This design comes from an exercise in tuning for small area on the open sky130 flow, not from production work. RTL that was checked went through simulation tests only; none was proved equivalent to the original. Function not checked in run 5: the RTL went through the layout flow alone. Power is estimated from default activity; no workload was simulated.

$ cat flow/run.sh
#!/bin/bash
# synth_recipe.tcl (not shown) runs the flow's synth.tcl, then flattens the netlist and writes it again
# the make line also repeats each setting of config.mk as NAME=value (left out here)
make -C /OpenROAD-flow-scripts/flow DESIGN_CONFIG=/design/flow/config.mk WORK_HOME=/design/flow/orfs CLKGATE_MAP_FILE= SYNTH_SCRIPT=/design/flow/synth_recipe.tcl finish
$ cat flow/config.mk
export PLATFORM = sky130hd
export DESIGN_NAME = rtop
export DESIGN_NICKNAME = rtop
export VERILOG_FILES = /design/flow/design.v
export SDC_FILE = /design/flow/constraint.sdc
export NUM_CORES = 4
export LEC_CHECK = 0
export CAP_MARGIN = 20
export CORE_MARGIN = 2
export CORE_UTILIZATION = 40
export CTS_BUF_LIST = sky130_fd_sc_hd__clkbuf_4 sky130_fd_sc_hd__clkbuf_8
export SLEW_MARGIN = 20
$ cat flow/constraint.sdc
create_clock -name core_clock -period 5.0 [get_ports {clk}]
set_input_delay 1.0000 -clock core_clock [delete_from_list [all_inputs] [get_ports {clk}]]
set_output_delay 1.0000 -clock core_clock [all_outputs]
set_load 0.01 [all_outputs]
$ cat flow/design.v
module routerfifo(clk,rstn,re,we,din,softrst,empty,dout,full);
input clk,rstn,re,we,softrst;
input [7:0]din;
output empty,full;
output reg [7:0]dout;
reg [7:0] mem [0:15];
reg [4:0]wr_ptr,rd_ptr;
wire rd=re&&!empty;
wire wr=we&&!full;
always@(posedge clk)
	if(wr)
		mem[wr_ptr[3:0]]<=din;
always@(posedge clk)
	if(!rstn||softrst||!rd)
		dout<=8'h00;
	else
		dout<=mem[rd_ptr[3:0]];
always@(posedge clk)
	if(!rstn||softrst)
		wr_ptr<=0;
	else if(wr)
		wr_ptr<=wr_ptr+1'b1;
always@(posedge clk)
	if(!rstn||softrst)
		rd_ptr<=0;
	else if(rd)
		rd_ptr<=rd_ptr+1'b1;
assign full=(wr_ptr==5'b10000)&&(rd_ptr==5'b00000);
assign empty=(wr_ptr==rd_ptr);
endmodule
module fsm_r(clk,rstn,pkt_valid,low_pkt_valid,sftrst,fifo_full,fifo_empty0,fifo_empty1,fifo_empty2,parity_done,din,busy,detect_add,ld_state,laf_state,we_reg,rst_int_reg,lfd_state);
input clk,rstn,pkt_valid,low_pkt_valid,sftrst,fifo_full,fifo_empty0,fifo_empty1,fifo_empty2,parity_done;
input [1:0]din;
output busy,detect_add,ld_state,laf_state,we_reg,rst_int_reg,lfd_state;
parameter DECODE_ADDR=3'b000,
	  LOAD_FIRST_DATA=3'b001,
	  WAIT_TILL_EMPTY=3'b010,
	  LOAD_DATA=3'b011,
	  LOAD_PARITY=3'b100,
	  FIFO_FULL_STATE=3'b101,
	  LOAD_AFTER_FULL=3'b110,
	  CHECK_PARITY_ERROR=3'b111;
reg [1:0]addr;
reg [2:0]state,nxt;
always @(posedge clk)
	if(!rstn)
		addr<=0;
	else
		addr<=din;
always@(posedge clk)
	if(!rstn||sftrst)
		state<=DECODE_ADDR;
	else
		state<=nxt;
wire empty_din=(din==2'd0)?fifo_empty0:(din==2'd1)?fifo_empty1:fifo_empty2;
wire empty_addr=(addr==2'd0)?fifo_empty0:(addr==2'd1)?fifo_empty1:(addr==2'd2)?fifo_empty2:1'b0;
always@(*)
begin
	nxt=DECODE_ADDR;
	case(state)
		DECODE_ADDR:
			if(pkt_valid&&din!=2'd3)
				nxt=empty_din?LOAD_FIRST_DATA:WAIT_TILL_EMPTY;
		LOAD_FIRST_DATA:nxt=LOAD_DATA;
		WAIT_TILL_EMPTY:
			nxt=empty_addr?LOAD_FIRST_DATA:WAIT_TILL_EMPTY;
		LOAD_DATA:
			if(fifo_full)
				nxt=FIFO_FULL_STATE;
			else if(!pkt_valid)
				nxt=LOAD_PARITY;
			else
				nxt=LOAD_DATA;
		LOAD_PARITY:nxt=CHECK_PARITY_ERROR;
		FIFO_FULL_STATE:
			nxt=fifo_full?FIFO_FULL_STATE:LOAD_AFTER_FULL;
		LOAD_AFTER_FULL:
			if(parity_done)
				nxt=DECODE_ADDR;
			else if(low_pkt_valid)
				nxt=LOAD_PARITY;
			else
				nxt=LOAD_DATA;
		CHECK_PARITY_ERROR:
			nxt=fifo_full?FIFO_FULL_STATE:DECODE_ADDR;
	endcase
end
assign lfd_state=(state==LOAD_FIRST_DATA);
assign detect_add=(state==DECODE_ADDR);
assign ld_state=(state==LOAD_DATA);
assign laf_state=(state==LOAD_AFTER_FULL);
assign we_reg=(state==LOAD_DATA)||(state==LOAD_PARITY)||(state==LOAD_AFTER_FULL);
assign rst_int_reg=(state==CHECK_PARITY_ERROR);
assign busy=!((state==DECODE_ADDR)||(state==LOAD_DATA));
endmodule
module registerR(clk,rstn,pkt_valid,din,fifo_full,rst_int_reg,detect_add,ld_state,laf_state,lfd_state,parity_done,low_pkt_valid,error,dout);
input clk,rstn,pkt_valid,fifo_full,rst_int_reg,detect_add,ld_state,laf_state,lfd_state;
input [7:0]din;
output reg parity_done,low_pkt_valid,error;
output reg [7:0]dout;
reg [7:0]internal_parity,header_byte;
reg parity_mismatch;
always@(posedge clk)
	if(!rstn)
		dout<=0;
	else if(lfd_state)
		dout<=header_byte;
	else if(ld_state?!fifo_full:!pkt_valid)
		dout<=din;
always@(posedge clk)
	if(!rstn)
		header_byte<=0;
	else if(detect_add&&pkt_valid&&din[1:0]!=2'b11)
		header_byte<=din;
always@(posedge clk)
	if(!rstn||rst_int_reg)
		low_pkt_valid<=0;
	else if(ld_state&&!pkt_valid)
		low_pkt_valid<=1;
always@(posedge clk)
	if(!rstn||detect_add)
		internal_parity<=0;
	else if(lfd_state&&pkt_valid)
		internal_parity<=internal_parity^header_byte;
	else if(ld_state&&pkt_valid)
		internal_parity<=internal_parity^din;
always@(posedge clk)
	parity_mismatch<=(internal_parity!=din);
always@(posedge clk)
	if(!rstn||detect_add)
		parity_done<=0;
	else
		parity_done<=(ld_state&&!pkt_valid&&!fifo_full)||(laf_state&&!parity_done&&low_pkt_valid);
always@(posedge clk)
	if(!rstn)
		error<=0;
	else
		error<=parity_done&&parity_mismatch;
endmodule
module synch(clk,rstn,we_reg,det_addr,re0,re1,re2,empty0,empty1,empty2,full0,full1,full2,din,wr_enb,fifo_full,vld0,vld1,vld2,sft0,sft1,sft2);
input clk,rstn,we_reg,det_addr,re0,re1,re2,empty0,empty1,empty2,full0,full1,full2;
input [1:0]din;
output vld0,vld1,vld2;
output sft0,sft1,sft2;
output fifo_full;
output [2:0]wr_enb;
reg [1:0]fifo_addr;
always@(posedge clk)
	if(!rstn)
		fifo_addr<=0;
	else if(det_addr)
		fifo_addr<=din;
assign wr_enb={we_reg&&fifo_addr==2'd2,we_reg&&fifo_addr==2'd1,we_reg&&fifo_addr==2'd0};
assign fifo_full=(fifo_addr==2'd0)?full0:(fifo_addr==2'd1)?full1:(fifo_addr==2'd2)?full2:1'b0;
assign vld0=!empty0;
assign vld1=!empty1;
assign vld2=!empty2;
timeout T0(clk,rstn,vld0,re0,sft0);
timeout T1(clk,rstn,vld1,re1,sft1);
timeout T2(clk,rstn,vld2,re2,sft2);
endmodule
module timeout(clk,rstn,vld,re,sft);
input clk,rstn,vld,re;
output reg sft;
reg [4:0]count;
always@(posedge clk)
	if(!rstn||!vld||re||count==30)
		count<=5'd1;
	else
		count<=count+1'b1;
always@(posedge clk)
	sft<=rstn&&vld&&!re&&count==30;
endmodule
module rtop(clk,rstn,re0,re1,re2,din,pkt_valid,dout0,dout1,dout2,vld0,vld1,vld2,error,busy);
input clk,rstn,re0,re1,re2,pkt_valid;
input [7:0]din;
output vld0,vld1,vld2,error,busy;
output [7:0]dout0,dout1,dout2;
wire [2:0]we_enb;
wire [7:0]dout;
wire empty0,empty1,empty2,full0,full1,full2;
wire sft0,sft1,sft2;
wire detect_add,ld_state,laf_state,we_reg,rst_int_reg,lfd_state;
wire low_pkt_valid,parity_done,fifo_full;
fsm_r FSM(clk,rstn,pkt_valid,low_pkt_valid,sft0||sft1||sft2,fifo_full,empty0,empty1,empty2,parity_done,din[1:0],busy,detect_add,ld_state,laf_state,we_reg,rst_int_reg,lfd_state);
synch SYNC(clk,rstn,we_reg,detect_add,re0,re1,re2,empty0,empty1,empty2,full0,full1,full2,din[1:0],we_enb,fifo_full,vld0,vld1,vld2,sft0,sft1,sft2);
routerfifo FIFO_0(clk,rstn,re0,we_enb[0],dout,sft0,empty0,dout0,full0);
routerfifo FIFO_1(clk,rstn,re1,we_enb[1],dout,sft1,empty1,dout1,full1);
routerfifo FIFO_2(clk,rstn,re2,we_enb[2],dout,sft2,empty2,dout2,full2);
registerR REGISTER(clk,rstn,pkt_valid,din,fifo_full,rst_int_reg,detect_add,ld_state,laf_state,lfd_state,parity_done,low_pkt_valid,error,dout);
endmodule
==> results of run 1 <==
-- how the worst min path moves through the flow --
stage                                        start  depth (start not counted)        endpoint  slack [ns]
after CTS                 REGISTER.parity_mismatch                          1  REGISTER.error        0.47
after global routing      REGISTER.parity_mismatch                          1  REGISTER.error        0.49
after detailed placement  REGISTER.parity_mismatch                          1  REGISTER.error        0.45
after floorplan           REGISTER.parity_mismatch                          1  REGISTER.error        0.44
after global placement    REGISTER.parity_mismatch                          1  REGISTER.error        0.45
final                     REGISTER.parity_mismatch                          1  REGISTER.error        0.47
-- cell type report --
class                           instances  area [um^2]
Clock buffer                          116         1400
Clock inverter                         31          183
Fill cell                            4378        27200
Inverter                               29          109
Multi-Input combinational cell        549         5910
Sequential cell                       491        13700
Tap cell                              672          841
Timing Repair Buffer                   58          541
-- power by group through the flow --
stage / clock network, W / logic [W] / registers, W
CTS: 0.00354 / 0.000134 / 0.00458
global route: 0.00372 / 0.000146 / 0.00459
global placement: 0 / 0.000132 / 0.00466
detailed placement: 0 / 0.000134 / 0.00467
floorplan: 0 / 0.0000760 / 0.00461
finish: 0.00345 / 0.000133 / 0.00457
-- cell families (layout without fill, tap and decap cells) --
| kind of cell | after synthesis | after routing | share of synthesized area (%) |
|---|---|---|---|
| multiplexers | 134 | 134 | 15.8 |
| AO/OA/AOI/OAI | 76 | 76 | 2.69 |
| adder cells (fa/ha/maj) | 24 | 24 | 1.50 |
| XOR/XNOR | 59 | 59 | 2.58 |
| flip-flops | 491 | 491 | 68.2 |
| buffers and inverters | 89 | 234 | 2.43 |
| AND/OR/NAND/NOR | 256 | 256 | 6.82 |
-- through the flow --
| stage | instances | hold slack (ns) |
|---|---|---|
| final | 1946 | 0.466 |
| after global routing | 1946 | 0.489 |
| after CTS | 1946 | 0.470 |
| after detailed placement | 1799 | 0.454 |
| after global placement | 1799 | 0.450 |
| after floorplan | 1129 | 0.444 |
-- routing by layer --
layer | GRT usage [%] | vias to the layer above
met1 | 21.5 | 5166
met2 | 27.1 | 248
li1 | - | 4653
met3 | 3.55 | 83
met4 | 6.76 | 0
met5 | 0 | -
-- cell usage after synthesis (all sizes together), types with 3 or more instances --
library cell and n:
nand4 5, nand2b 10, mux4 120, nand2 27, nor4 5, o211ai 3, nor4bb 5, and3b 3
buf 37, or2 8, xnor2 27, nor3b 3, a21oi 20, nor2b 32, o2111ai 3, xor2 32
clkbuf 23, ha 24, nor4b 5, a22oi 8, mux2i 14, and3 4, dfxtp 107, o21ai 17
or4 3, nand4b 4, and2 13, edfxtp 384, o31ai 3, nor3 15, nor2 87, nand3 22
o311a 8, inv 29
-- flip-flops by register name, indices dropped and copies added (netlist names), 2 cells and up --
name / cells
FSM.state: 3
FIFO_2.rd_ptr: 5
FIFO_0.wr_ptr: 5
REGISTER.internal_parity: 8
FIFO_1.dout: 8
FIFO_0.rd_ptr: 5
FIFO_0.dout: 8
FIFO_2.mem: 128
SYNC.fifo_addr: 2
FSM.addr: 2
SYNC.T0.count: 5
REGISTER.header_byte: 8
FIFO_1.rd_ptr: 5
SYNC.T2.count: 5
FIFO_2.dout: 8
FIFO_2.wr_ptr: 5
FIFO_0.mem: 128
FIFO_1.mem: 128
REGISTER.dout: 8
SYNC.T1.count: 5
FIFO_1.wr_ptr: 5
-- worst max-delay path, stage by stage (launching register included) --
cell,delay (ns)
dfxtp_1,0.82
xnor2_1,0.19
nand3_1,0.15
nor2_1,0.34
inv_1,0.17
clkdlybuf4s50_1,0.51
-- layout by cell type (no fill, tap or decap), types with 11 or more instances in the layout --
cell and n:
mux2i_1 14, dfxtp_1 96, a21oi_1 18, clkinv_1 14, nand3_1 20, mux4_2 34
edfxtp_1 384, nor2_1 87, clkbuf_4 31, clkdlybuf4s50_1 42, inv_1 29, o21ai_0 12
nand2_1 27, nor2b_1 32, clkbuf_8 85, clkinv_2 11, xor2_1 32, buf_4 16
xnor2_1 27, ha_1 24, mux4_1 86, and2_1 11
==> run_results.csv, run 1 <==
group,metric,value,unit
routing,firstDrtPassIters,5,
global_route,grt_pass1_vias,10500,
power,p_switching,0.00177,W
floorplan,die_area,0.0519,mm^2
setup_path,timing.rr.start,"FIFO_0.rd_ptr[0]",
sta,fin_crit,3.85,ns
power,pwr_density_cell,359,mW/mm^2
finish,post-route-util,45.5,%
power,clkPwrFrac,42.3,%
power,seq_power_share,56.1,%
power,p_int,0.00638,W
synthesis,syn-cell-area,0.0200,mm^2
clock_network,cts_tree,"done",
clock_network,cts_buffers,81,
setup_path,reg2reg_depth,8,
run_status,outcome,"timing/DRC/antenna clean",
finish,antennaDiodeCount,0,
floorplan,die_x,228,um
setup_path,crit_end,"vld0",
setup_path,worst-r2r-setup-slack,1.57,ns
clock_network,cts.sinks,491,
routing,wl_met1,18.3,mm
placed_design,pre_cts_slack,1.53,ns
setup_path,worst-path-max-fanout,12,
sta,finalSetupTns,0,ns
floorplan,core,0.0499,mm^2
setup_path,rr_endpoint,"FIFO_0.mem[2][4]",
sta,fmax,260,MHz
power,p_total,0.00815,W
synthesis,synth_top_area_share,57.5,%
clock_network,cts_hold_buf,0,
setup_path,cp.arrival,2.85,ns
synthesis,yosysSeqAreaShare,68.2,%
floorplan,start_util,40.2,%
synthesis,yosysTopAreaCell,"edfxtp_1",
routing,via_per_inst,5.22,
sta,rsz0062_at_grt,"no",
clock_network,clkSlewWorstSetupHoldPaths,0.06,ns
routing,route.met2.wl,21.0,mm
sta,fin_skew,0.0268,ns
synthesis,synth_ff_type,"edfxtp_1",
clock_network,clockBufferDepth,3,
finish,drive_gt1_share,17.0,%
setup_path,crit_path_end_kind,"output port",
clock_network,clock_latency,0.66,ns
placed_design,hpwl,26.0,mm
setup_path,worstSetupStartpointType,"flip-flop",
synthesis,synth.distinct_cells,63,
synthesis,syn_avg_cell_area,17.8,um^2
routing,drt_iter0_markers,762,
sta,setup_ws,1.15,ns
clock_network,cts_root_buffer,"clkbuf_8",
routing,totalWireLength,42.5,mm
finish,final_nets,1248,
global_route,grt_max_degree,50,
placed_design,place_area,0.0211,mm^2
floorplan,rows,82,
setup_path,worstSetupPathType,"flip-flop to output port",
synthesis,yosys_warnings,5,
routing,post_drt_wl_per_cell,21.8,um
global_route,gr-total-overflow,0,
setup_path,crit_start,"FIFO_0.rd_ptr[2]",
clock_network,cts-htree-levels,3,
global_route,antenna_found_initial,0,
floorplan,num_io_pins,43,
floorplan,die_h,228,um
routing,topRoutingLayerUsed,"met4",
synthesis,synthTopCellsByArea,"edfxtp_1 58%, mux4_1 11%, dfxtp_1 11%, mux4_2 3.8%, nor2_1 1.6%",
power,sw_frac_of_total,21.7,%
placed_design,gp_congestion,0.782,
sta,maxSlewViolCount,0,
clock_network,cts_resized,0,
synthesis,syn_inst,1129,
power,worst_ir_drop_vdd,0.294,mV
sta,relSlewSlack,29.4,%
power,p_leak,7.45,nW
flow_run,maxCapViolCount,0,
synthesis,ys_ff_latch,491,
worst_hold_path,min_path_type,"flip-flop to flip-flop",
sta,worstMarginPinSlew,1.06,ns
routing,ant_nets,0,
placed_design,portBuffers,42,
finish,postLayoutCellArea,0.0227,mm^2
sta,setup_violations,0,
routing,route.detailed.drc,0,
setup_path,required,4.00,ns
sta,fin_crit_sh,76.9,%
finish,syn2layout_area_growth,13.2,%
power,p_comb_share,1.6,%
synthesis,synth-edff-count,384,
clock_network,post_cts_buffers,0,
global_route,grt_usage,16.5,%
sta,report.final.hold_viol_count,0,
routing,wl_met3,2.08,mm
synthesis,async_flop_share,0,%
routing,vias,10200,
global_route,grt_first_pass_wirelength,64.2,mm
==> run 2, diff against run 1 <==
--- a/flow/config.mk
+++ b/flow/config.mk
@@ -8,5 +8,4 @@
 export CAP_MARGIN = 20
 export CORE_MARGIN = 2
 export CORE_UTILIZATION = 40
-export CTS_BUF_LIST = sky130_fd_sc_hd__clkbuf_4 sky130_fd_sc_hd__clkbuf_8
 export SLEW_MARGIN = 20
==> run 2 against run 1 <==
Net effect: die area did not move; final area barely moved; worst hold slack got worse by 0.0019 ns; area after synthesis did not move; critical path depth did not move; fmax rose by 2.7%; non-clock buffer count did not move; final cell count fell by 2.7%; sequential cell count did not move; sequential power barely moved; power rose by 1.7%; critical endpoint unchanged; sequential share of layout area barely moved.
==> run_results.csv, run 2 <==
group,metric,value,unit
run_status,outcome,"timing/DRC/antenna clean",
power,p_leak,7.39,nW
global_route,grt_most_used_layer,"met2",
worst_hold_path,min_path_type,"flip-flop to flip-flop",
power,p_total,0.00829,W
sta,setup_violations,0,
setup_path,required,4.00,ns
synthesis,synthTopCellsByArea,"edfxtp_1 58%, mux4_1 11%, dfxtp_1 11%, mux4_2 3.8%, nor2_1 1.6%",
floorplan,die_h,228,um
clock_network,cts-htree-levels,2,
routing,via_per_inst,5.28,
floorplan,die_x,228,um
power,p_comb_share,1.6,%
synthesis,yosysTopAreaCell,"edfxtp_1",
placed_design,placed_cells,1799,
clock_network,clockBufferDepth,3,
sta,fin_crit,3.75,ns
synthesis,syn-cell-area,0.0200,mm^2
synthesis,ys_ff_latch,491,
power,worst_ir_drop_vdd,0.263,mV
sta,fin_crit_sh,75.0,%
floorplan,core,0.0499,mm^2
routing,vias,9998,
global_route,grt_usage,16.3,%
placed_design,pre_cts_slack,1.53,ns
synthesis,synth_ff_type,"edfxtp_1",
finish,syn2layout_area_growth,13.1,%
routing,drt_iter0_markers,738,
global_route,use_met2,27.1,%
sta,setup_ws,1.25,ns
routing,totalWireLength,41.8,mm
power,sw_frac_of_total,20.6,%
finish,drive_gt1_share,12.8,%
setup_path,critical_path.cell_chain,"xnor2_1 -> nand3_1 -> nor2_1 -> inv_1 -> clkdlybuf4s50_1",
finish,final_cells,1894,
finish,post-route-util,45.5,%
synthesis,synth_top_area_share,57.5,%
clock_network,cts_buffers,50,
sta,finalSetupTns,0,ns
sta,worstMarginPinSlew,1.05,ns
synthesis,synth_common_cells,"384 x edfxtp_1, 107 x dfxtp_1, 87 x nor2_1, 86 x mux4_1, 34 x mux4_2",
synthesis,yosys_warnings,5,
global_route,grt_pass1_vias,10300,
setup_path,cpPeakStageDelay,0.82,ns
power,clkPwrFrac,43.2,%
clock_network,clkSlewWorstSetupHoldPaths,0.06,ns
global_route,gr-total-overflow,0,
setup_path,cp.arrival,2.75,ns
floorplan,die_area,0.0519,mm^2
clock_network,cts_tree,"done",
synthesis,synth.distinct_cells,63,
global_route,antenna_found_initial,0,
global_route,grt_max_degree,50,
global_route,grt_first_pass_wirelength,63.5,mm
finish,final_nets,1217,
routing,firstDrtPassIters,5,
clock_network,post_cts_buffers,0,
placed_design,hpwl,26.0,mm
synthesis,synth.most_common_cell,"edfxtp_1",
power,pwr_density_cell,365,mW/mm^2
routing,route.detailed.drc,0,
sta,maxSlewViolCount,0,
routing,post_drt_wl_per_cell,22.1,um
global_route,use_met3,3.38,%
global_route,use_met1,21.5,%
clock_network,cts_hold_buf,0,
floorplan,rows,82,
clock_network,cts_root_buffer,"clkbuf_16",
placed_design,gp_congestion,0.782,
floorplan,num_io_pins,43,
synthesis,syn_inst,1129,
setup_path,worstSetupStartpointType,"flip-flop",
synthesis,syn_avg_cell_area,17.8,um^2
setup_path,worst-path-max-fanout,12,
synthesis,yosysSeqAreaShare,68.2,%
routing,ant_nets,0,
sta,report.final.hold_viol_count,0,
sta,relSlewSlack,29.1,%
power,p_switching,0.00171,W
floorplan,start_util,40.2,%
synthesis,async_flop_share,0,%
setup_path,worstSetupPathType,"flip-flop to output port",
placed_design,portBuffers,42,
flow_run,maxCapViolCount,0,
clock_network,clock_latency,0.59,ns
power,seq_power_share,55.1,%
finish,final_common_cell,"edfxtp_1",
sta,fmax,267,MHz
clock_network,cts.sinks,491,
sta,fin_skew,0.0210,ns
power,p_int,0.00658,W
finish,final_cell_mix,"384 x edfxtp_1, 96 x dfxtp_1, 87 x nor2_1",
clock_network,cts_resized,0,
setup_path,crit_path_end_kind,"output port",
sta,rsz0062_at_grt,"no",
synthesis,synth-edff-count,384,
setup_path,cp_slowest_cell,"dfxtp_1",
run 2: cell counts after synthesis:
No cell type changed its count.
run 2: final cells by class:
class	count	area [um^2]
Clock buffer	67	1360
Antenna cell	1	2.50
Timing Repair Buffer	58	541
Fill cell	4352	27200
Multi-Input combinational cell	549	5910
Inverter	29	109
Tap cell	672	841
Sequential cell	491	13700
Clock inverter	27	216
run 2: logic make-up (layout without fill, tap and decap cells):
group,Yosys count,after routing,synth area share [%]
multiplexers,134,134,15.8
adder cells (fa/ha/maj),24,24,1.50
AO/OA/AOI/OAI,76,76,2.69
flip-flops,491,491,68.2
AND/OR/NAND/NOR,256,256,6.82
other,0,1,0
buffers and inverters,89,181,2.43
XOR/XNOR,59,59,2.58
run 2: routing by layer:
layer | part of all wire [%] | vias up
li1 | - | 4582
met1 | 43 | 5131
met2 | 50 | 219
met3 | 5.2 | 66
met4 | 2.6 | 0
met5 | 0 | -
run 2: critical path, delay by kind of cell (launching register included):
family                    cells  cell delay [ns]
xor gates and xnor gates      1             0.19
buffers and inverters         2             0.68
DFF                           1             0.82
and+or+nand+nor               2             0.48
run 2: final timing paths:
check | start | end | slack [ns] | cells after the start
worst min register to register | REGISTER.parity_mismatch | REGISTER.error | 0.46 | 1
worst max register to register | FIFO_0.rd_ptr[0] | FIFO_0.mem[2][0] | 1.56 | 8
worst max-delay path | FIFO_0.rd_ptr[2] | vld0 | 1.25 | 5
worst min-delay path | REGISTER.parity_mismatch | REGISTER.error | 0.46 | 1
run 2: power by group through the flow:
stage | Sequential [W] | Combinational, W | Clock (W)
floorplan | 0.00461 | 0.0000760 | 0
global placement | 0.00466 | 0.000132 | 0
detailed placement | 0.00467 | 0.000134 | 0
CTS | 0.00458 | 0.000134 | 0.00367
global route | 0.00458 | 0.000146 | 0.00382
finish | 0.00457 | 0.000133 | 0.00358
run 2: stage by stage:
stage	cell area, um^2	hold slack [ns]
6_report	22700	0.464
5_1_grt	22700	0.482
4_1_cts	22700	0.469
3_5_place_dp	21100	0.454
3_3_place_gp	21100	0.450
2_1_floorplan	20000	0.444
==> run 3, diff against run 2 <==
--- a/flow/design.v
+++ b/flow/design.v
@@ -7,14 +7,20 @@
 reg [4:0]wr_ptr,rd_ptr;
 wire rd=re&&!empty;
 wire wr=we&&!full;
+wire ld=rstn&&!softrst&&rd;
 always@(posedge clk)
 	if(wr)
 		mem[wr_ptr[3:0]]<=din;
+reg [7:0]rdata;
+integer i;
+always@(*)
+begin
+	rdata=8'h00;
+	for(i=0;i<16;i=i+1)
+		rdata=rdata|({8{ld&&rd_ptr[3:0]==i}}&mem[i]);
+end
 always@(posedge clk)
-	if(!rstn||softrst||!rd)
-		dout<=8'h00;
-	else
-		dout<=mem[rd_ptr[3:0]];
+	dout<=rdata;
 always@(posedge clk)
 	if(!rstn||softrst)
 		wr_ptr<=0;
@@ -98,30 +104,25 @@
 input [7:0]din;
 output reg parity_done,low_pkt_valid,error;
 output reg [7:0]dout;
-reg [7:0]internal_parity,header_byte;
+reg [7:0]internal_parity;
 reg parity_mismatch;
 always@(posedge clk)
 	if(!rstn)
 		dout<=0;
 	else if(lfd_state)
-		dout<=header_byte;
+		dout<=internal_parity;
 	else if(ld_state?!fifo_full:!pkt_valid)
 		dout<=din;
-always@(posedge clk)
-	if(!rstn)
-		header_byte<=0;
-	else if(detect_add&&pkt_valid&&din[1:0]!=2'b11)
-		header_byte<=din;
 always@(posedge clk)
 	if(!rstn||rst_int_reg)
 		low_pkt_valid<=0;
 	else if(ld_state&&!pkt_valid)
 		low_pkt_valid<=1;
 always@(posedge clk)
-	if(!rstn||detect_add)
+	if(detect_add)
+		internal_parity<=din;
+	else if(lfd_state&&!pkt_valid)
 		internal_parity<=0;
-	else if(lfd_state&&pkt_valid)
-		internal_parity<=internal_parity^header_byte;
 	else if(ld_state&&pkt_valid)
 		internal_parity<=internal_parity^din;
 always@(posedge clk)
@@ -163,13 +164,14 @@
 input clk,rstn,vld,re;
 output reg sft;
 reg [4:0]count;
+wire hit=(count[4]|count[2]|count[1]|count[0])==1'b0;
 always@(posedge clk)
-	if(!rstn||!vld||re||count==30)
-		count<=5'd1;
+	if(!rstn||!vld||re||hit)
+		count<=5'b00001;
 	else
-		count<=count+1'b1;
+		count<={count[3:0],count[4]^count[2]};
 always@(posedge clk)
-	sft<=rstn&&vld&&!re&&count==30;
+	sft<=rstn&&vld&&!re&&hit;
 endmodule
 module rtop(clk,rstn,re0,re1,re2,din,pkt_valid,dout0,dout1,dout2,vld0,vld1,vld2,error,busy);
 input clk,rstn,re0,re1,re2,pkt_valid;
==> flow/flow/run.sh (new file) <==
#!/bin/bash
# Standard ORFS layout, with a leaner clock tree (no dummy balancing loads,
# larger sink clusters) and the smallest buffer on each port.
set -euo pipefail
export CTS_ARGS="-sink_clustering_enable -repair_clock_nets -dont_use_dummy_load -sink_clustering_size ${CTS_SIZE:-30} -sink_clustering_max_diameter ${CTS_DIAM:-100}"
export BUFFER_PORTS_ARGS="-buffer_cell sky130_fd_sc_hd__buf_1"
bash standard.sh > standard.log 2>&1
==> flow/standard.sh (new file) <==
#!/bin/bash
# synth_recipe.tcl (not shown) runs the flow's synth.tcl, then flattens the netlist and writes it again
# the make line also repeats each setting of config.mk as NAME=value (left out here)
make -C /OpenROAD-flow-scripts/flow DESIGN_CONFIG=/design/flow/config.mk WORK_HOME=/design/flow/orfs CLKGATE_MAP_FILE= SYNTH_SCRIPT=/design/flow/synth_recipe.tcl "${@:-finish}"
removed: flow/run.sh
==> run 3 against run 2 <==
Net effect: synthesized cell count is 25% higher; via count increased by 23%; register-to-register slack improved by 0.17 ns; sequential power grew 6.6%; global-route usage increased by 3.2 points; sequential cell count shrank 8; clock skew up 0.045 ns; final area is 6.0% lower; critical endpoint is now vld2; highest routed layer unchanged.
==> run_results.csv, run 3 <==
group,metric,value,unit
setup_path,rr_endpoint,"FIFO_0.mem[9][5]",
power,seq_power_share,63.5,%
sta,setup_violations,0,
synthesis,yosysSeqAreaShare,68.4,%
setup_path,required,4.00,ns
setup_path,crit_path_end_kind,"output port",
power,p_int,0.00568,W
setup_path,worstSetupPathType,"flip-flop to output port",
setup_path,cpPeakStageDelay,0.68,ns
global_route,grt_usage,19.4,%
clock_network,cts_tree,"done",
synthesis,async_flop_share,0,%
routing,post_drt_wl_per_cell,24.2,um
floorplan,die_x,227,um
synthesis,synth.most_common_cell,"edfxtp_1",
sta,fin_skew,0.0656,ns
power,worst_ir_drop_vdd,0.195,mV
routing,vias,12300,
synthesis,syn_inst,1416,
setup_path,crit_end,"vld2",
placed_design,hpwl,32.1,mm
power,pwr_density_cell,360,mW/mm^2
setup_path,cp.arrival,2.87,ns
setup_path,worstSetupStartpointType,"flip-flop",
setup_path,critical_path.cell_chain,"buf_4 -> xnor2_1 -> nand4_1 -> nor2_1 -> inv_2 -> buf_1",
floorplan,core,0.0490,mm^2
sta,maxSlewViolCount,0,
power,p_leak,6.75,nW
setup_path,cpLargestDelayFamily,"simple AND/OR/NAND/NOR gates",
finish,nFillCells,4409,
synthesis,synth_ff_type,"edfxtp_1",
flow_run,maxCapViolCount,0,
global_route,antenna_found_initial,0,
clock_network,cts_root_buffer,"clkbuf_16",
clock_network,cts_buffers,21,
global_route,grt_first_pass_wirelength,75.3,mm
power,p_comb_share,11.4,%
finish,final_nets,1465,
power,sw_frac_of_total,25.9,%
sta,worstMarginPinSlew,1.11,ns
setup_path,worst-r2r-setup-slack,1.73,ns
routing,route.detailed.drc,0,
synthesis,yosysTopAreaCell,"edfxtp_1",
power,clkPwrFrac,25.1,%
clock_network,clockBufferDepth,3,
sta,fmax,259,MHz
finish,drive_gt1_share,8.37,%
clock_network,post_cts_buffers,0,
sta,relSlewSlack,25.9,%
sta,finalSetupTns,0,ns
floorplan,rows,81,
global_route,grt_max_degree,50,
clock_network,cts.sinks,483,
sta,rsz0062_at_grt,"no",
routing,firstDrtPassIters,7,
routing,totalWireLength,50.4,mm
setup_path,timing.rr.start,"FSM.state[0]",
finish,final_common_cell,"edfxtp_1",
synthesis,syn-cell-area,0.0199,mm^2
synthesis,yosys_warnings,5,
setup_path,worst-path-max-fanout,30,
run_status,outcome,"timing/DRC/antenna clean",
finish,regArea,0.0136,mm^2
setup_path,crit_start,"FIFO_2.rd_ptr[3]",
synthesis,synth.distinct_cells,83,
synthesis,synth_common_cells,"392 x edfxtp_1, 102 x nor2_1, 91 x dfxtp_1, 78 x nand2_1",
sta,report.final.hold_viol_count,0,
routing,ant_nets,0,
setup_path,cp.depth,6,
routing,drt_iter0_markers,1349,
floorplan,start_util,40.6,%
sta,fin_crit_sh,77.4,%
synthesis,ys_ff_latch,483,
finish,syn2layout_area_growth,7.22,%
global_route,grt_pass1_vias,11700,
placed_design,gp_congestion,0.888,
sta,setup_ws,1.13,ns
finish,final_cell_mix,"392 x edfxtp_1, 102 x nor2_1, 83 x dfxtp_1",
placed_design,portBuffers,42,
floorplan,die_h,227,um
setup_path,cp_num_buf_inv,3,
placed_design,pre_cts_slack,1.61,ns
synthesis,syn_avg_cell_area,14.0,um^2
sta,fin_crit,3.87,ns
power,p_total,0.00767,W
synthesis,synthTopCellsByArea,"edfxtp_1 59%, dfxtp_1 9.2%, a22oi_1 2.2%, nor2_1 1.9%, ha_1 1.7%",
clock_network,cts-htree-levels,1,
clock_network,clkSlewWorstSetupHoldPaths,0.11,ns
floorplan,die_area,0.0515,mm^2
setup_path,cp_slowest_cell,"nor2_1",
floorplan,num_io_pins,43,
power,p_switching,0.00199,W
routing,via_per_inst,5.87,
clock_network,clock_latency,0.58,ns
global_route,gr-total-overflow,0,
clock_network,cts_resized,0,
worst_hold_path,min_path_type,"flip-flop to flip-flop",
clock_network,cts_hold_buf,0,
synthesis,synth-edff-count,392,
finish,multiInputGateArea,0.00585,mm^2
setup_path,reg2reg_depth,4,
synthesis,synth_top_area_share,59.2,%
[run 3: changes by cell type in the layout (fill, tap and decap cells not counted), sizes merged, moves of 22 or more]
| cell | change |
|---|---|
| clkbuf | -46 |
| nand2 | +51 |
| clkdlybuf4s50 | -42 |
| buf | +52 |
| clkinv | -22 |
| mux4 | -115 |
| a22o | +29 |
| o21ai | +26 |
| nor2b | -23 |
| mux2 | +27 |
| a22oi | +50 |
[run 3: per-stage QoR]
step	instances	hold WS [ns]	instance area, um^2	utilization (%)
6_report	2087	0.440	21300	43.5
5_1_grt	2086	0.456	21300	43.5
4_1_cts	2085	0.443	21300	43.4
3_5_place_dp	2064	0.440	20700	42.4
3_3_place_gp	2064	0.435	20700	42.3
2_1_floorplan	1416	0.425	19900	-
[run 3: area by class of cell]
class / count / area share, %
antenna: 1 / 0.0117
clock buffer: 21 / 2.47
inverter: 33 / 0.581
multi-input combinational: 817 / 27.4
sequential: 483 / 63.8
tap: 664 / 3.90
timing repair buffer: 68 / 1.75
[run 3: power by group through the flow]
stage	combinational, W	clock, W	sequential (W)
after floorplan	0.000468	0	0.00494
after global placement	0.000821	0	0.00498
after detailed placement	0.000834	0	0.00499
after CTS	0.000837	0.00197	0.00490
after global routing	0.000944	0.00209	0.00490
final	0.000875	0.00192	0.00487
[run 3: worst min path at each step]
| stage | from | to | slack (ns) | cells after the start |
|---|---|---|---|---|
| CTS | SYNC.T0.count[0] | SYNC.T0.count[1] | 0.44 | 1 |
| detailed placement | SYNC.T0.count[3] | SYNC.T0.count[4] | 0.44 | 1 |
| global placement | SYNC.T0.count[1] | SYNC.T0.count[2] | 0.43 | 1 |
| global route | SYNC.T0.count[0] | SYNC.T0.count[1] | 0.46 | 1 |
| floorplan | FIFO_0.mem[15][6] | FIFO_0.dout[6] | 0.43 | 2 |
| finish | SYNC.T0.count[0] | SYNC.T0.count[1] | 0.44 | 1 |
[run 3: cells by family (layout without fill, tap and decap cells)]
kind of cell / count (synthesis) / count (layout) / synth area share [%]
flip-flops: 483 / 483 / 68.4
AND/OR/NAND/NOR: 366 / 366 / 9.63
AO/OA/AOI/OAI: 319 / 319 / 12.3
buffers and inverters: 116 / 122 / 2.46
multiplexers: 62 / 62 / 3.61
XOR/XNOR: 43 / 43 / 1.89
adder cells (fa/ha/maj): 27 / 27 / 1.70
other: 0 / 1 / 0
[run 3: routing by layer]
metal	part of all wire [%]	vias up	global-route usage, %
li1	-	5499	-
met1	45	6193	28.9
met2	45	504	30.2
met3	7.2	61	2.59
met4	1.9	0	4.65
met5	0	-	0
[run 3: worst reg2reg max path, delay by kind of cell (launching register included)]
family | cells | cell delay [ns]
and+or+nand+nor | 3 | 1.53
AOI/OAI and AO/OA | 1 | 0.72
DFF | 1 | 0.63
==> run 4, diff against run 3 <==
--- a/flow/design.v
+++ b/flow/design.v
@@ -7,20 +7,14 @@
 reg [4:0]wr_ptr,rd_ptr;
 wire rd=re&&!empty;
 wire wr=we&&!full;
-wire ld=rstn&&!softrst&&rd;
 always@(posedge clk)
 	if(wr)
 		mem[wr_ptr[3:0]]<=din;
-reg [7:0]rdata;
-integer i;
-always@(*)
-begin
-	rdata=8'h00;
-	for(i=0;i<16;i=i+1)
-		rdata=rdata|({8{ld&&rd_ptr[3:0]==i}}&mem[i]);
-end
 always@(posedge clk)
-	dout<=rdata;
+	if(!rstn||softrst||!rd)
+		dout<=8'h00;
+	else
+		dout<=mem[rd_ptr[3:0]];
 always@(posedge clk)
 	if(!rstn||softrst)
 		wr_ptr<=0;
--- a/flow/config.mk
+++ b/flow/config.mk
@@ -9,3 +9,4 @@
 export CORE_MARGIN = 2
 export CORE_UTILIZATION = 40
 export SLEW_MARGIN = 20
+export SYNTH_HIERARCHICAL = 1
==> run 4 against run 3 <==
Net effect: still clean on timing, DRC and antenna; clock-buffer cell count fell by 1; fmax rose by 2.7%; sequential power rose by 5.5%; combinational power fell by 3.0%; critical path depth fell by 1; register-to-register slack got worse by 0.15 ns; global-route usage fell by 3.6 points; wire length fell by 22%; non-clock buffer count fell by 16; largest cell class unchanged.
==> run_results.csv, run 4 <==
group,metric,value,unit
sta,fin_crit,3.77,ns
clock_network,cts.sinks,483,
synthesis,synth.distinct_cells,57,
finish,nFillCells,4231,
sta,finalSetupTns,0,ns
power,worst_ir_drop_vdd,0.269,mV
routing,vias,9849,
synthesis,syn_avg_cell_area,16.9,um^2
setup_path,worst-path-max-fanout,23,
synthesis,yosysTopAreaCell,"edfxtp_1",
sta,fin_crit_sh,75.4,%
sta,report.final.hold_viol_count,0,
floorplan,die_area,0.0503,mm^2
global_route,grt_max_degree,50,
setup_path,worstSetupPathType,"flip-flop to output port",
finish,drive_gt1_share,13.5,%
synthesis,synth_common_cells,"392 x edfxtp_1, 93 x mux4_2, 91 x dfxtp_1, 57 x nor2_1, 50 x nand2_1",
floorplan,die_x,224,um
power,pwr_density_cell,382,mW/mm^2
finish,post-route-util,43.0,%
setup_path,required,4.00,ns
global_route,gr-total-overflow,0,
finish,final_common_cell,"edfxtp_1",
setup_path,cp_slowest_cell,"dfxtp_1",
run_status,outcome,"timing/DRC/antenna clean",
clock_network,cts_root_buffer,"clkbuf_16",
synthesis,synth_top_area_share,60.7,%
global_route,antenna_found_initial,0,
placed_design,gp_congestion,0.737,
setup_path,reg2reg_depth,8,
synthesis,synth-edff-count,392,
sta,fin_skew,0.0534,ns
global_route,grt_first_pass_wirelength,60.8,mm
synthesis,yosys_warnings,11,
routing,route.detailed.drc,0,
synthesis,ys_ff_latch,483,
setup_path,crit_path_end_kind,"output port",
setup_path,cp.arrival,2.77,ns
finish,final_nets,1200,
finish,syn2layout_area_growth,6.13,%
routing,drt_iter0_markers,911,
global_route,grt_usage,15.8,%
routing,ant_nets,0,
synthesis,yosysSeqAreaShare,70.1,%
sta,rsz0062_at_grt,"no",
clock_network,cts_hold_buf,0,
clock_network,post_cts_buffers,0,
sta,fmax,265,MHz
clock_network,clockBufferDepth,3,
synthesis,syn-cell-area,0.0194,mm^2
sta,maxSlewViolCount,0,
synthesis,synth_ff_type,"edfxtp_1",
floorplan,start_util,40.5,%
placed_design,portBuffers,42,
clock_network,clock_latency,0.56,ns
floorplan,core,0.0478,mm^2
sta,hold_slack,0.441,ns
worst_hold_path,min_path_cells,1,
finish,antennaDiodeCount,0,
floorplan,num_io_pins,43,
setup_path,worst-r2r-setup-slack,1.58,ns
routing,post_drt_wl_per_cell,22.2,um
routing,via_per_inst,5.54,
setup_path,cpPeakStageDelay,1.04,ns
clock_network,cts_resized,0,
flow_run,maxCapViolCount,0,
placed_design,hpwl,25.0,mm
synthesis,async_flop_share,0,%
sta,setup_violations,0,
clock_network,cts_buffers,20,
synthesis,synthTopCellsByArea,"edfxtp_1 61%, mux4_2 11%, dfxtp_1 9.4%, o22ai_1 1.5%, ha_1 1.4%",
floorplan,die_h,224,um
global_route,grt_pass1_vias,9927,
clock_network,clkSlewWorstSetupHoldPaths,0.11,ns
sta,relSlewSlack,27.1,%
worst_hold_path,min_path_type,"flip-flop to flip-flop",
routing,totalWireLength,39.5,mm
setup_path,critical_path.cell_chain,"xor2_1 -> nor3_2 -> and2_1 -> inv_1 -> buf_1",
synthesis,synth.most_common_cell,"edfxtp_1",
power,p_leak,6.44,nW
clock_network,cts-htree-levels,1,
clock_network,cts_tree,"done",
sta,worstMarginPinSlew,1.09,ns
synthesis,syn_inst,1148,
routing,firstDrtPassIters,5,
finish,final_cell_mix,"392 x edfxtp_1, 93 x mux4_2, 79 x dfxtp_1",
floorplan,rows,80,
setup_path,worstSetupStartpointType,"flip-flop",
==> run 4: cell types whose count changed after synthesis, sizes merged, moves of 23 or more <==
cell	before	now
buf	25	53
mux2	27	0
o21ai	43	20
clkbuf	58	4
mux4	5	96
a22oi	58	0
nor2	103	58
o22ai	9	49
nand2	78	50
==> run 4: final cells by class <==
| type | instances | area (um^2) | share of cell area, % |
|---|---|---|---|
| tap | 615 | 769 | 3.74 |
| inverter | 36 | 135 | 0.656 |
| clock buffer | 20 | 500 | 2.43 |
| multi-input combinational | 572 | 5320 | 25.8 |
| sequential | 483 | 13600 | 66.1 |
| timing repair buffer | 52 | 253 | 1.23 |
==> run 4: report_power, final <==
group          switching, W  total (W)  internal, W
combinational      0.000449   0.000849     0.000400
clock               0.00115    0.00188     0.000726
sequential         0.000413    0.00514      0.00473
==> run 4: critical path: cells and delay by family (launching register included) <==
family | cells | cell delay (ns)
AND/OR/NAND/NOR | 2 | 0.76
buffers and inverters | 2 | 0.25
flip-flops | 1 | 1.04
XOR/XNOR | 1 | 0.17
==> run 4: kinds of logic after synthesis <==
logic type | after synthesis | synth area share [%]
flip-flops | 483 | 70.1
AND/OR/NAND/NOR | 264 | 7.32
AO/OA/AOI/OAI | 137 | 4.91
multiplexers | 121 | 12.5
buffers and inverters | 93 | 2.55
XOR/XNOR | 29 | 1.31
adder cells (fa/ha/maj) | 21 | 1.35
==> run 4: per-module statistics from Yosys, one instance, submodules excluded <==
module,flip-flops and latches,area [um^2]
routerfifo,146,5720
rtop,0,6.26
synch,2,134
fsm_r,5,412
timeout,6,203
registerR,20,1070
==> run 4: path summary, 6_finish.rpt <==
| kind | from | endpoint |
|---|---|---|
| max | FIFO_1.rd_ptr[2] | vld1 |
| min | SYNC.T2.count[2] | SYNC.T2.count[3] |
| max reg2reg | FIFO_1.rd_ptr[2] | REGISTER.dout[0] |
| min reg2reg | SYNC.T2.count[2] | SYNC.T2.count[3] |
==> run 4: through the flow <==
stage | total power, W | std cells | setup WS (ns) | instance area, um^2
after floorplan | 0.00570 | 1148 | 2.57 | 19400
after global placement | 0.00605 | 1757 | 1.71 | 20100
after detailed placement | 0.00609 | 1757 | 1.59 | 20100
after CTS | 0.00794 | 1777 | 1.14 | 20600
after global routing | 0.00819 | 1778 | 0.981 | 20600
final | 0.00787 | 1778 | 1.23 | 20600
==> run 4: per-layer routing <==
layer | wire length (um) | GRT usage (%) | vias to the layer above
met5 | 0 | 0 | -
met4 | 524 | 2.93 | 0
met3 | 1570 | 1.54 | 32
met2 | 19300 | 26.2 | 186
met1 | 18000 | 23.1 | 5154
li1 | - | - | 4477
==> run 5, diff against run 4 <==
--- a/flow/design.v
+++ b/flow/design.v
@@ -4,29 +4,179 @@
 output empty,full;
 output reg [7:0]dout;
 reg [7:0] mem [0:15];
-reg [4:0]wr_ptr,rd_ptr;
-wire rd=re&&!empty;
-wire wr=we&&!full;
-always@(posedge clk)
-	if(wr)
-		mem[wr_ptr[3:0]]<=din;
-always@(posedge clk)
-	if(!rstn||softrst||!rd)
-		dout<=8'h00;
-	else
-		dout<=mem[rd_ptr[3:0]];
-always@(posedge clk)
-	if(!rstn||softrst)
-		wr_ptr<=0;
-	else if(wr)
-		wr_ptr<=wr_ptr+1'b1;
-always@(posedge clk)
-	if(!rstn||softrst)
-		rd_ptr<=0;
-	else if(rd)
-		rd_ptr<=rd_ptr+1'b1;
-assign full=(wr_ptr==5'b10000)&&(rd_ptr==5'b00000);
-assign empty=(wr_ptr==rd_ptr);
+wire [4:0]wr_ptr,rd_ptr;
+wire wr,ld;
+wire [15:0]wsel,rsel;
+wire [7:0]rdata;
+fifoctl CTL(clk,!rstn||softrst,re,we,wr_ptr,rd_ptr,wr,ld,empty,full);
+dec16 WDEC(wr,wr_ptr[3:0],wsel);
+dec16 RDEC(ld,rd_ptr[3:0],rsel);
+integer k;
+always@(posedge clk)
+	for(k=0;k<16;k=k+1)
+		if(wsel[k])
+			mem[k]<=din;
+genvar b;
+generate for(b=0;b<8;b=b+1) begin:RB
+	sel16 SEL(rsel,{mem[15][b],mem[14][b],mem[13][b],mem[12][b],mem[11][b],mem[10][b],mem[9][b],mem[8][b],
+	               mem[7][b],mem[6][b],mem[5][b],mem[4][b],mem[3][b],mem[2][b],mem[1][b],mem[0][b]},rdata[b]);
+end endgenerate
+always@(posedge clk)
+	dout<=rdata;
+endmodule
+module fifoctl(clk,clr,re,we,wr_ptr,rd_ptr,wr,ld,empty,full);
+input clk,clr,re,we;
+output reg [4:0]wr_ptr,rd_ptr;
+output wr,ld,empty,full;
+wire rd;
+wire [4:0]x;
+wire e0,e1,zw,zr;
+wire [4:0]wn,rn;
+g_xor2 X0(wr_ptr[0],rd_ptr[0],x[0]);
+g_xor2 X1(wr_ptr[1],rd_ptr[1],x[1]);
+g_xor2 X2(wr_ptr[2],rd_ptr[2],x[2]);
+g_xor2 X3(wr_ptr[3],rd_ptr[3],x[3]);
+g_xor2 X4(wr_ptr[4],rd_ptr[4],x[4]);
+g_nor3 E0(x[0],x[1],x[2],e0);
+g_nor2 E1(x[3],x[4],e1);
+g_and2 E2(e0,e1,empty);
+g_nor4 F0(wr_ptr[0],wr_ptr[1],wr_ptr[2],wr_ptr[3],zw);
+g_nor4 F1(rd_ptr[0],rd_ptr[1],rd_ptr[2],rd_ptr[3],zr);
+g_and4b F2(rd_ptr[4],wr_ptr[4],zw,zr,full);
+g_nor2b S0(full,we,wr);
+g_nor2b S1(empty,re,rd);
+g_nor3b S2(empty,clr,re,ld);
+cnt5 WC(clr,wr,wr_ptr,wn);
+cnt5 RC(clr,rd,rd_ptr,rn);
+always@(posedge clk)
+begin
+	wr_ptr<=wn;
+	rd_ptr<=rn;
+end
+endmodule
+module cnt5(clr,en,b,n);
+input clr,en;
+input [4:0]b;
+output [4:0]n;
+wire nt1,t2,nt3,t4;
+wire [4:0]q;
+g_nand2 C1(en,b[0],nt1);
+g_nor2b C2(nt1,b[1],t2);
+g_nand2 C3(t2,b[2],nt3);
+g_nor2b C4(nt3,b[3],t4);
+g_xnor2 Q0(b[0],en,q[0]);
+g_xor2 Q1(b[1],nt1,q[1]);
+g_xnor2 Q2(b[2],t2,q[2]);
+g_xor2 Q3(b[3],nt3,q[3]);
+g_xnor2 Q4(b[4],t4,q[4]);
+g_nor2 N0(clr,q[0],n[0]);
+g_nor2 N1(clr,q[1],n[1]);
+g_nor2 N2(clr,q[2],n[2]);
+g_nor2 N3(clr,q[3],n[3]);
+g_nor2 N4(clr,q[4],n[4]);
+endmodule
+module dec16(en,a,y);
+input en;
+input [3:0]a;
+output [15:0]y;
+wire [3:0]nl,nh;
+predec2 L(1'b1,a[1:0],nl);
+predec2 H(en,a[3:2],nh);
+genvar i,j;
+generate for(i=0;i<4;i=i+1) begin:HI
+	for(j=0;j<4;j=j+1) begin:LO
+		g_nor2 N(nh[i],nl[j],y[4*i+j]);
+	end
+end endgenerate
+endmodule
+module predec2(en,a,ny);
+input en;
+input [1:0]a;
+output [3:0]ny;
+assign ny[0]=!(en&&a==2'd0);
+assign ny[1]=!(en&&a==2'd1);
+assign ny[2]=!(en&&a==2'd2);
+assign ny[3]=!(en&&a==2'd3);
+endmodule
+module sel16(s,d,y);
+input [15:0]s,d;
+output y;
+wire [5:0]n;
+wire o0,o1;
+g_a222oi A0(s[0],d[0],s[1],d[1],s[2],d[2],n[0]);
+g_a222oi A1(s[3],d[3],s[4],d[4],s[5],d[5],n[1]);
+g_a222oi A2(s[6],d[6],s[7],d[7],s[8],d[8],n[2]);
+g_a222oi A3(s[9],d[9],s[10],d[10],s[11],d[11],n[3]);
+g_a222oi A4(s[12],d[12],s[13],d[13],s[14],d[14],n[4]);
+g_nand2 A5(s[15],d[15],n[5]);
+g_nand3 B0(n[0],n[1],n[2],o0);
+g_nand3 B1(n[3],n[4],n[5],o1);
+g_or2 C0(o0,o1,y);
+endmodule
+module g_a222oi(a1,a2,b1,b2,c1,c2,y);
+input a1,a2,b1,b2,c1,c2;
+output y;
+assign y=!(a1&&a2||b1&&b2||c1&&c2);
+endmodule
+module g_nand2(a,b,y);
+input a,b;
+output y;
+assign y=!(a&&b);
+endmodule
+module g_nand3(a,b,c,y);
+input a,b,c;
+output y;
+assign y=!(a&&b&&c);
+endmodule
+module g_nor2(a,b,y);
+input a,b;
+output y;
+assign y=!(a||b);
+endmodule
+module g_or2(a,b,y);
+input a,b;
+output y;
+assign y=a||b;
+endmodule
+module g_xor2(a,b,y);
+input a,b;
+output y;
+assign y=a^b;
+endmodule
+module g_xnor2(a,b,y);
+input a,b;
+output y;
+assign y=!(a^b);
+endmodule
+module g_nor3(a,b,c,y);
+input a,b,c;
+output y;
+assign y=!(a||b||c);
+endmodule
+module g_nor4(a,b,c,d,y);
+input a,b,c,d;
+output y;
+assign y=!(a||b||c||d);
+endmodule
+module g_and2(a,b,y);
+input a,b;
+output y;
+assign y=a&&b;
+endmodule
+module g_and4b(an,b,c,d,y);
+input an,b,c,d;
+output y;
+assign y=!an&&b&&c&&d;
+endmodule
+module g_nor2b(a,bn,y);
+input a,bn;
+output y;
+assign y=!a&&bn;
+endmodule
+module g_nor3b(a,b,cn,y);
+input a,b,cn;
+output y;
+assign y=!a&&!b&&cn;
 endmodule
 module fsm_r(clk,rstn,pkt_valid,low_pkt_valid,sftrst,fifo_full,fifo_empty0,fifo_empty1,fifo_empty2,parity_done,din,busy,detect_add,ld_state,laf_state,we_reg,rst_int_reg,lfd_state);
 input clk,rstn,pkt_valid,low_pkt_valid,sftrst,fifo_full,fifo_empty0,fifo_empty1,fifo_empty2,parity_done;
==> flow/flow/run.sh (replaced) <==
#!/bin/bash
# Standard ORFS layout, with: every combinational cell first set to the
# smallest cell of its family (repair upsizes where needed), a leaner clock
# tree (no dummy balancing loads, larger sink clusters) and the smallest
# buffer on each port.
set -euo pipefail
here=$(pwd)
export PRE_FLOORPLAN_TCL=$here/flow/downsize.tcl
export CTS_ARGS="-sink_clustering_enable -repair_clock_nets -dont_use_dummy_load -sink_clustering_size ${CTS_SIZE:-30} -sink_clustering_max_diameter ${CTS_DIAM:-100}"
export BUFFER_PORTS_ARGS="-buffer_cell sky130_fd_sc_hd__buf_1"
bash standard.sh > standard.log 2>&1
==> flow/flow/downsize.tcl (new file) <==
# Resize every combinational cell to the smallest-area cell of its family
# (same name up to the drive suffix); timing and design repair later in the
# flow upsize where needed. Flip-flops, clock cells and tie cells are left.
set lib_area {}
set fam_best {}
foreach lib [get_libs *] {
  foreach cell [get_lib_cells [get_name $lib]/*] {
    set name [get_name $cell]
    if {![regexp {^(sky130_fd_sc_hd__[a-z0-9]+)_([0-9]+)$} $name -> fam drv]} { continue }
    if {[regexp {__(df|edf|sdf|sedf|dl|sdl|ebuf|einv)} $fam]} { continue }
    if {[regexp {clk|probe|lpflow|dly|conb|tap|fill|decap|diode} $fam]} { continue }
    set area [get_property $cell area]
    if {![dict exists $fam_best $fam]} {
      dict set fam_best $fam [list $name $area $drv]
    } else {
      lassign [dict get $fam_best $fam] bn ba bd
      if {$area < $ba - 1e-6 || (abs($area - $ba) < 1e-6 && $drv > $bd)} {
        dict set fam_best $fam [list $name $area $drv]
      }
    }
  }
}
set n 0
set before 0.0
set after 0.0
foreach inst [get_cells *] {
  set master [get_property $inst ref_name]
  if {![regexp {^(sky130_fd_sc_hd__[a-z0-9]+)_([0-9]+)$} $master -> fam drv]} { continue }
  if {![dict exists $fam_best $fam]} { continue }
  set best [lindex [dict get $fam_best $fam] 0]
  if {$best ne $master} {
    replace_cell $inst $best
    incr n
  }
}
puts "downsize: resized $n cells"
==> run 5 against run 4 <==
Net effect: worst hold slack worse by 0.022 ns; critical path type is now flip-flop to flip-flop; still clean; highest routed layer unchanged; clock power hardly changed; final area is 5.0% lower; non-clock buffer count is 4 lower.
==> run_results.csv, run 5 <==
group,metric,value,unit
run_status,outcome,"timing/DRC/antenna clean",
sta,finalSetupTns,0,ns
setup_path,cp.arrival,3.77,ns
clock_network,cts_tree,"done",
setup_path,crit_top_cell,"nor2_1",
finish,final_nets,1253,
placed_design,pre_cts_slack,1.08,ns
clock_network,cts-htree-levels,1,
routing,post_drt_wl_per_cell,21.4,um
sta,setup_violations,0,
routing,firstDrtPassIters,8,
finish,drive_gt1_share,8.10,%
sta,worstMarginPinSlew,1.06,ns
clock_network,cts_resized,0,
global_route,use_met3,1.94,%
sta,fmax,279,MHz
global_route,grt_usage,16.6,%
global_route,grt_pass1_vias,10100,
setup_path,cpPeakStageDelay,0.74,ns
sta,hold_slack,0.419,ns
worst_hold_path,min_path_type,"flip-flop to flip-flop",
clock_network,cts_hold_buf,0,
placed_design,hpwl,24.6,mm
setup_path,worstSetupPathType,"flip-flop to flip-flop",
sta,fin_skew,0.0433,ns
floorplan,rows,77,
finish,final_common_cell,"edfxtp_1",
clock_network,clkSlewWorstSetupHoldPaths,0.12,ns
sta,report.final.hold_viol_count,0,
finish,antennaDiodeCount,0,
global_route,grt_most_used_layer,"met2",
floorplan,die_h,216,um
power,sw_frac_of_total,24.6,%
global_route,use_met2,27.9,%
placed_design,gp_congestion,0.842,
floorplan,start_util,40.7,%
finish,final_cell_mix,"392 x edfxtp_1, 133 x nor2_1, 120 x a222oi_1",
power,seq_power_share,67.3,%
routing,totalWireLength,39.0,mm
placed_design,portBuffers,42,
flow_run,maxCapViolCount,0,
clock_network,cts.sinks,483,
placed_design,place_area,0.0190,mm^2
floorplan,die_x,216,um
floorplan,num_io_pins,43,
finish,postLayoutCellArea,0.0196,mm^2
power,clkPwrFrac,24.5,%
power,pwr_density_cell,387,mW/mm^2
sta,fin_crit,3.59,ns
synthesis,syn_inst,1157,
sta,maxSlewViolCount,0,
routing,drt_iter0_markers,1248,
routing,route.detailed.drc,0,
sta,setup_ws,1.41,ns
global_route,antenna_found_initial,1,
global_route,grt_first_pass_wirelength,60.7,mm
setup_path,crit_path_end_kind,"flip-flop",
global_route,grt_max_degree,50,
sta,relSlewSlack,29.4,%
finish,nFillCells,3975,
setup_path,required,5.18,ns
setup_path,cpLargestDelayFamily,"simple AND/OR/NAND/NOR gates",
power,worst_ir_drop_vdd,0.224,mV
routing,ant_nets,0,
clock_network,cts_root_buffer,"clkbuf_16",
power,p_switching,0.00186,W
sta,rsz0062_at_grt,"no",
routing,vias,10400,
floorplan,die_area,0.0468,mm^2
clock_network,cts_buffers,20,
sta,fin_crit_sh,71.7,%
setup_path,worst-path-max-fanout,14,
synthesis,yosys_warnings,13,
routing,via_per_inst,5.68,
clock_network,clockBufferDepth,3,
floorplan,core,0.0443,mm^2
setup_path,cp_num_buf_inv,0,
global_route,use_met1,23.5,%
clock_network,post_cts_buffers,0,
finish,post-route-util,44.1,%
power,p_comb_share,8.2,%
power,p_int,0.00571,W
power,p_leak,6.28,nW
global_route,gr-total-overflow,0,
setup_path,cp_slowest_cell,"nor2_1",
clock_network,clock_latency,0.55,ns
setup_path,worstSetupStartpointType,"flip-flop",
setup_path,critical_path.cell_chain,"nand2_1 -> nor2_1 -> a21o_1 -> and3b_1 -> nor2b_1 -> or3b_2 -> nor2_1",
[run 5: final cells by class]
type	instances	area, um^2	area share (%)
Timing Repair Buffer	48	243	1.24
Sequential cell	483	13600	69.6
Multi-Input combinational cell	668	4410	22.6
Inverter	15	56.3	0.288
Tap cell	592	741	3.79
Clock buffer	20	500	2.56
[run 5: per-stage QoR]
step	instances	power [W]
after floorplan	1175	0.00543
after global placement	1804	0.00578
after detailed placement	1804	0.00580
after CTS	1824	0.00762
after global routing	1826	0.00787
final	1826	0.00758
[run 5: path summary, 6_finish.rpt]
path / from / end / slack (ns) / cells past startpoint
hold / removal: SYNC.T1.count[1] / SYNC.T1.count[2] / 0.42 / 1
setup / recovery: FSM.state[0] / FIFO_1.mem[3][1] / 1.41 / 7
hold reg to reg: SYNC.T1.count[1] / SYNC.T1.count[2] / 0.42 / 1
setup reg to reg: FSM.state[0] / FIFO_1.mem[3][1] / 1.41 / 7
[run 5: power groups by stage]
stage | Clock [W] | Combinational (W) | Sequential [W]
3_3_place_gp | 0 | 0.000549 | 0.00523
2_1_floorplan | 0 | 0.000433 | 0.00500
4_1_cts | 0.00191 | 0.000558 | 0.00515
5_1_grt | 0.00202 | 0.000694 | 0.00515
3_5_place_dp | 0 | 0.000555 | 0.00525
6_report | 0.00186 | 0.000623 | 0.00510
[run 5: per-layer routing]
| layer | up-vias | part of all wire (%) |
|---|---|---|
| li1 | 4748 | - |
| met1 | 5253 | 44 |
| met2 | 331 | 48 |
| met3 | 47 | 6.1 |
| met4 | 0 | 1.9 |
| met5 | - | 0 |
[run 5: worst register-to-register path, cell delays in order, from the launching register on]
cell	delay, ns
dfxtp_1	0.63
nand2_1	0.12
nor2_1	0.35
a21o_1	0.20
and3b_1	0.21
nor2b_1	0.42
or3b_2	0.55
nor2_1	0.74
==> run 6, diff against run 5 <==
--- a/flow/design.v
+++ b/flow/design.v
@@ -80,7 +80,7 @@
 input [3:0]a;
 output [15:0]y;
 wire [3:0]nl,nh;
-predec2 L(1'b1,a[1:0],nl);
+predec2n L(a[1:0],nl);
 predec2 H(en,a[3:2],nh);
 genvar i,j;
 generate for(i=0;i<4;i=i+1) begin:HI
@@ -89,6 +89,14 @@
 	end
 end endgenerate
 endmodule
+module predec2n(a,ny);
+input [1:0]a;
+output [3:0]ny;
+assign ny[0]=!(a==2'd0);
+assign ny[1]=!(a==2'd1);
+assign ny[2]=!(a==2'd2);
+assign ny[3]=!(a==2'd3);
+endmodule
 module predec2(en,a,ny);
 input en;
 input [1:0]a;
@@ -250,10 +258,9 @@
 output reg [7:0]dout;
 reg [7:0]internal_parity;
 reg parity_mismatch;
+wire [7:0]x=internal_parity^din;
 always@(posedge clk)
-	if(!rstn)
-		dout<=0;
-	else if(lfd_state)
+	if(lfd_state)
 		dout<=internal_parity;
 	else if(ld_state?!fifo_full:!pkt_valid)
 		dout<=din;
@@ -268,19 +275,16 @@
 	else if(lfd_state&&!pkt_valid)
 		internal_parity<=0;
 	else if(ld_state&&pkt_valid)
-		internal_parity<=internal_parity^din;
+		internal_parity<=x;
 always@(posedge clk)
-	parity_mismatch<=(internal_parity!=din);
+	parity_mismatch<=|x;
 always@(posedge clk)
 	if(!rstn||detect_add)
 		parity_done<=0;
 	else
 		parity_done<=(ld_state&&!pkt_valid&&!fifo_full)||(laf_state&&!parity_done&&low_pkt_valid);
 always@(posedge clk)
-	if(!rstn)
-		error<=0;
-	else
-		error<=parity_done&&parity_mismatch;
+	error<=rstn&&parity_done&&parity_mismatch;
 endmodule
 module synch(clk,rstn,we_reg,det_addr,re0,re1,re2,empty0,empty1,empty2,full0,full1,full2,din,wr_enb,fifo_full,vld0,vld1,vld2,sft0,sft1,sft2);
 input clk,rstn,we_reg,det_addr,re0,re1,re2,empty0,empty1,empty2,full0,full1,full2;
==> run 6 against run 5 <==
Net effect: first-iteration DRC count rose by 9.4%; critical path type unchanged; sequential share of layout area rose by 0.97 points; power rose by 3.2%; worst hold slack improved by 0.024 ns; critical path depth did not move; clock power barely moved; clock-buffer cell count did not move; still clean on timing, DRC and antenna; final cell count fell by 1.8%; combinational power rose by 61%; die area fell by 0.55%; setup slack got worse by 0.015 ns.
==> run_results.csv, run 6 <==
group,metric,value,unit
clock_network,clockBufferDepth,3,
clock_network,clkSlewWorstSetupHoldPaths,0.11,ns
power,p_total,0.00782,W
sta,fin_crit,3.60,ns
routing,vias,10000,
setup_path,cp_slowest_cell,"nor2_1",
placed_design,gp_congestion,0.832,
setup_path,worstSetupPathType,"flip-flop to flip-flop",
setup_path,reg2reg_depth,7,
setup_path,required,5.18,ns
power,p_switching,0.00196,W
clock_network,cts_root_buffer,"clkbuf_16",
power,worst_ir_drop_vdd,0.183,mV
setup_path,critical_path.cell_chain,"nand2_1 -> nor2_1 -> a21o_1 -> and3b_1 -> nor2b_1 -> or3b_2 -> nor2_1",
finish,final_common_cell,"edfxtp_1",
clock_network,cts_hold_buf,0,
clock_network,cts.sinks,483,
setup_path,crit_path_end_kind,"flip-flop",
power,p_comb_share,12.8,%
power,sw_frac_of_total,25.1,%
setup_path,cpPeakStageDelay,0.76,ns
clock_network,post_cts_buffers,0,
setup_path,worst-path-max-fanout,14,
finish,nFillCells,3865,
synthesis,yosys_warnings,13,
placed_design,portBuffers,42,
routing,route.detailed.drc,0,
placed_design,placed_cells,1772,
routing,via_per_inst,5.59,
worst_hold_path,min_path_type,"flip-flop to flip-flop",
finish,final_cells,1793,
finish,final_nets,1219,
clock_network,cts_tree,"done",
setup_path,worstSetupStartpointType,"flip-flop",
setup_path,cp.depth,7,
global_route,use_met2,27.4,%
sta,setup_violations,0,
routing,ant_nets,0,
floorplan,num_io_pins,43,
routing,post_drt_wl_per_cell,21.5,um
flow_run,maxCapViolCount,0,
sta,worstMarginPinSlew,0.977,ns
clock_network,clock_latency,0.56,ns
setup_path,cp.arrival,3.78,ns
sta,rsz0062_at_grt,"no",
worst_hold_path,min_path_cells,1,
global_route,grt_usage,16.4,%
finish,final_cell_mix,"400 x edfxtp_1, 133 x nor2_1, 120 x a222oi_1",
sta,maxSlewViolCount,0,
sta,relSlewSlack,34.7,%
sta,setup_ws,1.40,ns
floorplan,start_util,40.5,%
clock_network,cts_resized,0,
placed_design,hpwl,24.4,mm
setup_path,cp_num_buf_inv,0,
floorplan,die_x,216,um
global_route,use_met3,2.14,%
finish,post-route-util,43.8,%
routing,drt_iter0_markers,1365,
global_route,use_met1,23.1,%
sta,report.final.hold_viol_count,0,
global_route,grt_pass1_vias,9806,
clock_network,cts_buffers,20,
global_route,antenna_found_initial,0,
placed_design,pre_cts_slack,0.811,ns
power,seq_power_share,63.5,%
finish,drive_gt1_share,8.00,%
global_route,grt_max_degree,49,
run_status,outcome,"timing/DRC/antenna clean",
floorplan,rows,77,
global_route,gr-total-overflow,0,
synthesis,syn_inst,1133,
setup_path,cpLargestDelayFamily,"simple AND/OR/NAND/NOR gates",
global_route,grt_most_used_layer,"met2",
power,p_leak,6.18,nW
power,p_int,0.00586,W
power,clkPwrFrac,23.6,%
floorplan,die_h,216,um
power,pwr_density_cell,404,mW/mm^2
routing,totalWireLength,38.6,mm
floorplan,core,0.0442,mm^2
floorplan,die_area,0.0465,mm^2
sta,finalSetupTns,0,ns
sta,fin_skew,0.0545,ns
routing,firstDrtPassIters,6,
sta,fmax,278,MHz
sta,fin_crit_sh,72.0,%
clock_network,cts-htree-levels,1,
setup_path,crit_top_cell,"nor2_1",
global_route,grt_first_pass_wirelength,59.3,mm
run 6: cell types whose count changed in the layout (fill, tap and decap cells not counted), moves of 7 or more:
cell | previous run | this run
buf_4 | 4 | 11
conb_1 | 24 | 0
edfxtp_1 | 392 | 400
mux2_2 | 0 | 8
mux2i_1 | 13 | 5
nand2b_1 | 5 | 17
nand3_1 | 62 | 55
nand3b_1 | 31 | 19
o211a_2 | 9 | 1
o21ai_1 | 11 | 3
run 6: final timing paths:
kind / from / end / slack, ns
worst max-delay path: FSM.state[0] / FIFO_1.mem[3][3] / 1.40
worst min-delay path: SYNC.T1.count[0] / SYNC.T1.count[1] / 0.44
worst max register to register: FSM.state[0] / FIFO_1.mem[3][3] / 1.40
worst min register to register: SYNC.T1.count[0] / SYNC.T1.count[1] / 0.44
run 6: stage by stage:
step / hold WS (ns) / instance area (um^2)
floorplan: 0.421 / 17900
global placement: 0.425 / 18900
global route: 0.468 / 19400
CTS: 0.449 / 19400
detailed placement: 0.435 / 18900
finish: 0.442 / 19400
run 6: area by class of cell:
| class | instances | area, um^2 | area share [%] |
|---|---|---|---|
| repair buffers | 53 | 240 | 1.24 |
| diodes | 1 | 2.50 | 0.0129 |
| flip-flops and latches | 483 | 13700 | 70.5 |
| well taps | 592 | 741 | 3.82 |
| clock buffers | 20 | 500 | 2.58 |
| inverters | 15 | 56.3 | 0.290 |
| multi-input cells | 629 | 4170 | 21.5 |
run 6: routing by layer:
metal	wire, um	part of all wire, %	vias up
met5	0	0	-
met3	1980	5.1	36
met4	626	1.6	0
met2	18500	48	268
li1	-	-	4633
met1	17400	45	5082
run 6: power by group through the flow:
stage	Clock, W	Combinational [W]	Sequential, W
2_1_floorplan	0	0.000410	0.00521
3_3_place_gp	0	0.000999	0.00506
3_5_place_dp	0	0.00103	0.00506
4_1_cts	0.00189	0.00103	0.00497
5_1_grt	0.00202	0.00111	0.00499
6_report	0.00185	0.00100	0.00497

what the ideal ports hide:
Ports are ideal in the flow. The routed layouts listed here were re-timed in OpenROAD. Step 1 assumes that a clkbuf_16 drives the clock port and a buf_2 every other input. Step 2, shift: input delay + t, output delay - t, t = (earliest + latest rising clock arrival at the registers) / 2. This alone moves slack from input paths to output paths. Three values: ideal, step 1, step 2; two values: the first two.
| run | shift t [ns] | setup slack, ns |
|---|---|---|
| run 1 | 0.702 | 1.153 / 1.101 / 1.568 |
| run 2 | 0.634 | 1.252 / 1.200 / 1.561 |
| run 3 | 0.599 | 1.132 / 1.079 / 1.628 |
| run 4 | 0.582 | 1.232 / 1.178 / 1.585 |
| run 5 | 0.587 | 1.413 / 1.413 / 1.081 |
| run 6 | 0.585 | 1.399 / 1.399 / 0.830 |
After both steps setup and hold are still met in every run listed.
